From an optimization exercise on the open Yosys and OpenROAD flow, aimed at small area; shortcuts taken in it are not production practice.
Only simulation tests tie the RTL to the original design; equivalence was not proved.
No activity file was given, so power comes from the tool's default toggle rates.

==> run a: inputs <==
## musicbox
module musicbox(clk, rst, buzz);
input clk;
input rst;
output reg buzz;
reg [7:0] pos;
reg gap;
reg [14:0] cnt;
reg [7:0] bcnt;
wire [3:0] code;
wire last;
wire [4:0] rom;
songrom r(.a(pos), .y(rom));
assign {code,last} = rom;
wire tb = ~gap & (cnt[0] & ~cnt[1] & ~cnt[2] & cnt[4] & cnt[5] & ~cnt[6] & cnt[7] & cnt[8] & cnt[9] & cnt[10] & cnt[11] & cnt[12] & cnt[13] & cnt[14]);
wire wrap = (pos[1] & pos[2] & pos[6] & pos[7]);
wire tg = gap & (~cnt[3] & cnt[5] & cnt[6] & ~cnt[7] & cnt[8] & cnt[9] & cnt[10] & cnt[11]);
wire clr = rst | tb | tg | wrap;
wire pclr = rst | wrap;
wire adv = tg | (tb & ~last);
wire silent = gap | (code == 4'd0);
reg bterm;
always @(*) begin
  case(code)
    4'd1: bterm = (~bcnt[0] & bcnt[1] & bcnt[2] & ~bcnt[3] & ~bcnt[5] & ~bcnt[6] & bcnt[7]);
    4'd2: bterm = (~bcnt[3] & ~bcnt[4] & ~bcnt[5] & bcnt[6] & bcnt[7]);
    4'd3: bterm = (~bcnt[0] & bcnt[2] & bcnt[3] & bcnt[4] & ~bcnt[5] & ~bcnt[6]);
    4'd4: bterm = (bcnt[0] & bcnt[2] & ~bcnt[4] & bcnt[5] & ~bcnt[6] & bcnt[7]);
    4'd5: bterm = (bcnt[0] & bcnt[2] & ~bcnt[3] & ~bcnt[5] & bcnt[6] & ~bcnt[7]);
    4'd6: bterm = (bcnt[1] & bcnt[3] & bcnt[5] & bcnt[6] & ~bcnt[7]);
    4'd7: bterm = (bcnt[0] & ~bcnt[1] & bcnt[3] & bcnt[5] & bcnt[6] & bcnt[7]);
    4'd8: bterm = (~bcnt[2] & ~bcnt[4] & ~bcnt[5] & bcnt[6] & bcnt[7]);
    4'd9: bterm = (bcnt[0] & bcnt[1] & bcnt[2] & bcnt[3] & ~bcnt[6] & bcnt[7]);
    4'd10: bterm = (bcnt[2] & ~bcnt[3] & ~bcnt[5] & ~bcnt[6] & ~bcnt[7]);
    default: bterm = 1'b0;
  endcase
end
wire bclr = rst | silent | bterm;
always @(posedge clk) begin
  cnt <= clr ? 15'd0 : {cnt[13:0] ^ 14'd16383, (cnt[14] ^ cnt[0])};
  gap <= ~rst & (gap ? ~tg : (tb & last));
  pos <= pclr ? 8'd0 : pos + {7'd0, adv};
  bcnt <= bclr ? 8'd0 : {bcnt[6:0] ^ 7'd127, (bcnt[7] ^ bcnt[2])};
  buzz <= ~(rst | silent) & (buzz ^ bterm);
end
endmodule
==> module musicbox, before the edit <==
module musicbox(clk, rst, buzz);
input clk;
input rst;
output reg buzz;
reg [7:0] pos;
reg gap;
reg [14:0] cnt;
reg [7:0] bcnt;
wire [3:0] code;
wire last;
wire [4:0] rom;
songrom r(.a(pos), .y(rom));
assign {code,last} = rom;
wire tb = ~gap & (cnt[0] & ~cnt[1] & ~cnt[2] & cnt[4] & cnt[5] & ~cnt[6] & cnt[7] & cnt[8] & cnt[9] & cnt[10] & cnt[11] & cnt[12] & cnt[13] & cnt[14]);
wire wrap = (pos[1] & pos[2] & pos[6] & pos[7]);
wire tg = gap & (~cnt[3] & cnt[5] & cnt[6] & ~cnt[7] & cnt[8] & cnt[9] & cnt[10] & cnt[11]);
wire clr = rst | tb | tg | wrap;
wire pclr = rst | wrap;
wire adv = tg | (tb & ~last);
wire silent = gap | (code == 4'd0);
reg bterm;
always @(*) begin
  case(code)
    4'd1: bterm = (~bcnt[0] & bcnt[1] & bcnt[2] & ~bcnt[3] & ~bcnt[5] & ~bcnt[6] & bcnt[7]);
    4'd2: bterm = (~bcnt[3] & ~bcnt[4] & ~bcnt[5] & bcnt[6] & bcnt[7]);
    4'd3: bterm = (~bcnt[0] & bcnt[2] & bcnt[3] & bcnt[4] & ~bcnt[5] & ~bcnt[6]);
    4'd4: bterm = (bcnt[0] & bcnt[2] & ~bcnt[4] & bcnt[5] & ~bcnt[6] & bcnt[7]);
    4'd5: bterm = (bcnt[0] & bcnt[2] & ~bcnt[3] & ~bcnt[5] & bcnt[6] & ~bcnt[7]);
    4'd6: bterm = (bcnt[1] & bcnt[3] & bcnt[5] & bcnt[6] & ~bcnt[7]);
    4'd7: bterm = (bcnt[0] & ~bcnt[1] & bcnt[3] & bcnt[5] & bcnt[6] & bcnt[7]);
    4'd8: bterm = (~bcnt[2] & ~bcnt[4] & ~bcnt[5] & bcnt[6] & bcnt[7]);
    4'd9: bterm = (bcnt[0] & bcnt[1] & bcnt[2] & bcnt[3] & ~bcnt[6] & bcnt[7]);
    4'd10: bterm = (bcnt[2] & ~bcnt[3] & ~bcnt[5] & ~bcnt[6] & ~bcnt[7]);
    default: bterm = 1'b0;
  endcase
end
wire bclr = rst | silent | bterm;
always @(posedge clk) begin
  cnt <= clr ? 15'd0 : {cnt[13:0] ^ 14'd16383, (cnt[14] ^ cnt[0])};
  gap <= ~rst & (gap ? ~tg : (tb & last));
  pos <= pclr ? 8'd0 : pos + {7'd0, adv};
  bcnt <= bclr ? 8'd0 : {bcnt[6:0] ^ 7'd127, (bcnt[7] ^ bcnt[2])};
  buzz <= ~(rst | silent) & (buzz ^ bterm);
end
endmodule
==> flow/config.mk <==
export PLATFORM = sky130hd
export DESIGN_NAME = musicbox
export DESIGN_NICKNAME = musicbox
export VERILOG_FILES = /design/flow/design.v
export SDC_FILE = /design/flow/constraint.sdc
export NUM_CORES = 4
export LEC_CHECK = 0
export ABC_AREA = 1
export CAP_MARGIN = 20
export CORE_AREA = 2 2 62 62
export DIE_AREA = 0 0 64 64
export SLEW_MARGIN = 20
==> flow/constraint.sdc <==
create_clock -name core_clock -period 100.0 [get_ports {clk}]
set_input_delay 20.0000 -clock core_clock [delete_from_list [all_inputs] [get_ports {clk}]]
set_output_delay 20.0000 -clock core_clock [all_outputs]
set_load 0.01 [all_outputs]
standard.sh (not shown) runs the stock make flow with config.mk's settings and CLKGATE_MAP_FILE= SYNTH_SCRIPT=/design/flow/synth_recipe.tcl, a recipe that flattens the netlist after the stock synthesis.
==> flow/flow/run.sh <==
#!/bin/bash
# Own layout flow: the standard synthesis, then the combinational logic between the
# standard synthesis's registers is re-mapped with stronger ABC area scripts (the registers,
# their instance names and cell types stay as the standard synthesis made them), then the standard flow's
# standard layout from floorplan to finish. Each tool writes its full output to a log here.
set -euo pipefail
HERE=$(pwd)
YOSYS=${YOSYS_EXE:-/OpenROAD-flow-scripts/tools/install/yosys/bin/yosys}
LIB=$FLOW_HOME/platforms/sky130hd/lib/sky130_fd_sc_hd__tt_025C_1v80.lib
R=$HERE/orfs/results/sky130hd/musicbox/base
T=${RESYN_T:-60}

bash standard.sh synth > $HERE/flow_synth.log 2>&1
cp $R/1_2_yosys.v $HERE/std_synth.v

DU=""
for c in $(grep -o 'sky130_fd_sc_hd__\(probe\|lpflow\)[a-z0-9_]*' $FLOW_HOME/platforms/sky130hd/config.mk | sort -u); do DU="$DU -dont_use $c"; done
SEQ=$(echo $(grep -o 'sky130_fd_sc_hd__[a-z0-9_]*' $HERE/std_synth.v | sort -u | grep -E '__(df|edf|sdf|dl|sedf|conb)' || true))

# candidate ABC scripts (different random seeds of &deepsyn); the smallest result is used
N=${RESYN_N:-8}
for i in $(seq 0 $((N-1))); do
  echo "strash; dc2; &get -n; &deepsyn -T $T -S $((i+1)); &put; strash; amap; topo" > $HERE/resynth_$i.abc
  cat > $HERE/resynth_$i.ys <<EOS
read_liberty -ignore_miss_func $LIB
read_verilog $HERE/std_synth.v
hierarchy -top musicbox
setattr -mod -set keep_hierarchy 1 $SEQ
flatten
opt_clean
abc -liberty $LIB $DU -script $HERE/resynth_$i.abc
opt_clean -purge
rename -hide w:*.*
select musicbox
tee -o $HERE/resynth_$i.stat stat -liberty $LIB
write_verilog -noattr -noexpr -selected $HERE/resynth_$i.v
EOS
done
for i in $(seq 0 $((N-1))); do
  ( $YOSYS -s $HERE/resynth_$i.ys > $HERE/flow_resynth_$i.log 2>&1 || true ) &
  if (( (i+1) % ${NUM_CORES:-4} == 0 )); then wait; fi
done
wait
BEST=""; BA=""
for i in $(seq 0 $((N-1))); do
  A=$(grep -h "Chip area for" $HERE/resynth_$i.stat 2>/dev/null | tail -1 | awk '{print $NF}')
  echo "script $i: area ${A:-failed}" >> $HERE/resynth_choice.log
  if [[ -n "$A" && -s $HERE/resynth_$i.v ]]; then
    if [[ -z "$BA" ]] || awk "BEGIN{exit !($A < $BA)}"; then BA=$A; BEST=$i; fi
  fi
done
STD=$(grep -h "Chip area" $HERE/orfs/reports/sky130hd/musicbox/base/synth_stat.txt | tail -1 | awk '{print $NF}')
echo "standard synthesis: $STD; best: ${BEST:-none} $BA" >> $HERE/resynth_choice.log
if [[ -n "$BEST" ]] && awk "BEGIN{exit !($BA < $STD)}"; then
  cp $HERE/resynth_$BEST.v $R/1_2_yosys.v
  rm -f $R/1_synth.odb $R/1_synth.sdc
fi
# extra ORFS variables for the layout steps, one VAR=value per line (e.g. CTS_ARGS)
EXTRA=()
if [[ -f $HERE/flow/extra_vars.txt ]]; then
  while IFS= read -r line; do [[ -n "$line" ]] && EXTRA+=("$line"); done < $HERE/flow/extra_vars.txt
fi
bash standard.sh "${EXTRA[@]}" finish > $HERE/flow_finish.log 2>&1
Other scripts of this flow, unchanged in this note and not shown: flow/flow/extra_vars.txt
==> run b: changes against run a <==
--- a/flow/design.v
+++ b/flow/design.v
@@ -1090,8 +1090,8 @@
 output reg buzz;
-reg [7:0] pos;
-reg gap;
-reg [14:0] cnt;
-reg [7:0] bcnt;
-wire [3:0] code;
-wire last;
+reg [7:0] pos;     
+reg gap;           
+reg [14:0] cnt;    
+reg [7:0] bcnt;    
+wire [3:0] code;   
+wire last;         
 wire [4:0] rom;
@@ -1099,26 +1099,25 @@
 assign {code,last} = rom;
-wire tb = ~gap & (cnt[0] & ~cnt[1] & ~cnt[2] & cnt[4] & cnt[5] & ~cnt[6] & cnt[7] & cnt[8] & cnt[9] & cnt[10] & cnt[11] & cnt[12] & cnt[13] & cnt[14]);
-wire wrap = (pos[1] & pos[2] & pos[6] & pos[7]);
-wire tg = gap & (~cnt[3] & cnt[5] & cnt[6] & ~cnt[7] & cnt[8] & cnt[9] & cnt[10] & cnt[11]);
+wire tb = ~gap & (cnt[0] & ~cnt[1] & ~cnt[2] & cnt[4] & cnt[5] & ~cnt[6] & cnt[7] & cnt[8] & cnt[9] & cnt[10] & cnt[11] & cnt[12] & cnt[13] & cnt[14]);    
+wire tg = gap & (~cnt[3] & cnt[5] & cnt[6] & ~cnt[7] & cnt[8] & cnt[9] & cnt[10] & cnt[11]);     
+wire wrap = ~gap & (pos[1] & pos[2] & pos[6] & pos[7]);
 wire clr = rst | tb | tg | wrap;
 wire pclr = rst | wrap;
-wire adv = tg | (tb & ~last);
 wire silent = gap | (code == 4'd0);
-reg bterm;
+wire bterm = (~bcnt[0] & bcnt[1] & bcnt[2] & ~bcnt[3] & ~bcnt[5] & ~bcnt[6] & bcnt[7]);    
+reg [7:0] bstart;   
 always @(*) begin
   case(code)
-    4'd1: bterm = (~bcnt[0] & bcnt[1] & bcnt[2] & ~bcnt[3] & ~bcnt[5] & ~bcnt[6] & bcnt[7]);
-    4'd2: bterm = (~bcnt[3] & ~bcnt[4] & ~bcnt[5] & bcnt[6] & bcnt[7]);
-    4'd3: bterm = (~bcnt[0] & bcnt[2] & bcnt[3] & bcnt[4] & ~bcnt[5] & ~bcnt[6]);
-    4'd4: bterm = (bcnt[0] & bcnt[2] & ~bcnt[4] & bcnt[5] & ~bcnt[6] & bcnt[7]);
-    4'd5: bterm = (bcnt[0] & bcnt[2] & ~bcnt[3] & ~bcnt[5] & bcnt[6] & ~bcnt[7]);
-    4'd6: bterm = (bcnt[1] & bcnt[3] & bcnt[5] & bcnt[6] & ~bcnt[7]);
-    4'd7: bterm = (bcnt[0] & ~bcnt[1] & bcnt[3] & bcnt[5] & bcnt[6] & bcnt[7]);
-    4'd8: bterm = (~bcnt[2] & ~bcnt[4] & ~bcnt[5] & bcnt[6] & bcnt[7]);
-    4'd9: bterm = (bcnt[0] & bcnt[1] & bcnt[2] & bcnt[3] & ~bcnt[6] & bcnt[7]);
-    4'd10: bterm = (bcnt[2] & ~bcnt[3] & ~bcnt[5] & ~bcnt[6] & ~bcnt[7]);
-    default: bterm = 1'b0;
+    4'd1: bstart = 8'd0;
+    4'd2: bstart = 8'd19;
+    4'd3: bstart = 8'd147;
+    4'd4: bstart = 8'd5;
+    4'd5: bstart = 8'd78;
+    4'd6: bstart = 8'd94;
+    4'd7: bstart = 8'd205;
+    4'd8: bstart = 8'd154;
+    4'd9: bstart = 8'd235;
+    4'd10: bstart = 8'd173;
+    default: bstart = 8'd0;
   endcase
 end
-wire bclr = rst | silent | bterm;
 always @(posedge clk) begin
@@ -1126,4 +1125,4 @@
   gap <= ~rst & (gap ? ~tg : (tb & last));
-  pos <= pclr ? 8'd0 : pos + {7'd0, adv};
-  bcnt <= bclr ? 8'd0 : {bcnt[6:0] ^ 7'd127, (bcnt[7] ^ bcnt[2])};
+  pos <= pclr ? 8'd0 : pos + {7'd0, tb};
+  bcnt <= pclr ? 8'd235 : (silent | bterm) ? bstart : {bcnt[6:0] ^ 7'd127, (bcnt[7] ^ bcnt[2])};
   buzz <= ~(rst | silent) & (buzz ^ bterm);
--- a/flow/flow/run.sh
+++ b/flow/flow/run.sh
@@ -10,3 +10,3 @@
 R=$HERE/orfs/results/sky130hd/musicbox/base
-T=${RESYN_T:-60}
+T=${RESYN_T:-45}
 
@@ -20,3 +20,3 @@
 # candidate ABC scripts (different random seeds of &deepsyn); the smallest result is used
-N=${RESYN_N:-8}
+N=${RESYN_N:-16}
 for i in $(seq 0 $((N-1))); do
==> run notes <==
	run a	run b
Net count, final	246	239
Multi-input combinational cell count	176	167
Worst Hold Path EP	cnt[12]$_SDFF_PP0_	cnt[10]$_SDFF_PP0_
Clock Network Area Fraction	0.0208	0.0213
Global-route track usage on met3	0.0810	0.0704
Result of the run	timing/DRC/antenna clean	timing/DRC/antenna clean
Routability cong.	0.906	1.01
Largest incremental delay on the critical path	360 ps	340 ps
Worst Hold Launch	cnt[11]$_SDFF_PP0_	cnt[9]$_SDFF_PP0_
Flop2flop setup slack	95730 ps	95670 ps
Multi-input gate share of total cell area	0.522	0.505
Total routing resource utilization after global routing	0.237	0.236
Overall power after layout	0.0227 mW	0.0212 mW
Area of the multi-input gates	940 um2	891 um2
Layout Cell Area excl Fill	1800 um2	1760 um2
Reported sequential group power	0.0149 mW	0.0141 mW
Leakage power total	0.605 nW	0.591 nW
Placement-stage worst setup slack	78980 ps	78700 ps
Global-route wire length before repair	7680 um	7560 um
Start point of the critical path	buzz$_DFF_P_	rst
End point of the critical path	buzz	cnt[0]$_SDFF_PP0_
Area after detailed placement	1760 um2	1730 um2
Post-route core utilization	0.531	0.520
Routed wl met3	411 um	420 um
Net Sw Frac	0.245	0.224

-- static timing again, ports no longer ideal --
The results above use ideal ports. As a check the final layouts listed here were re-extracted and re-timed, cells and wires unchanged. Step 1: set_driving_cell puts a clkbuf_16 on clk and a buf_2 on each other input, an assumption about the parent block. Step 2 also shifts input and output timing later by t, the mid clock arrival at the registers, as if the neighbouring blocks saw the same clock. Three values: ideal ports, drivers, drivers and shift; two values: the first two.
run | t, ns | slack for setup (ns) | hold slack, ns | worst register clock-pin slew, ns
run a | 0.339 | 79.152 / 79.129 / 78.979 | 0.399 / 0.399 / 0.399 | 0.10 / 0.10
run b | 0.347 | 79.047 / 79.047 / 78.700 | 0.414 / 0.414 / 0.414 | 0.10 / 0.10
After both steps setup and hold are still met in every run listed. For run b, which loses most, drivers alone change the setup slack by 0.000 ns; drivers and shift together by -0.347 ns.
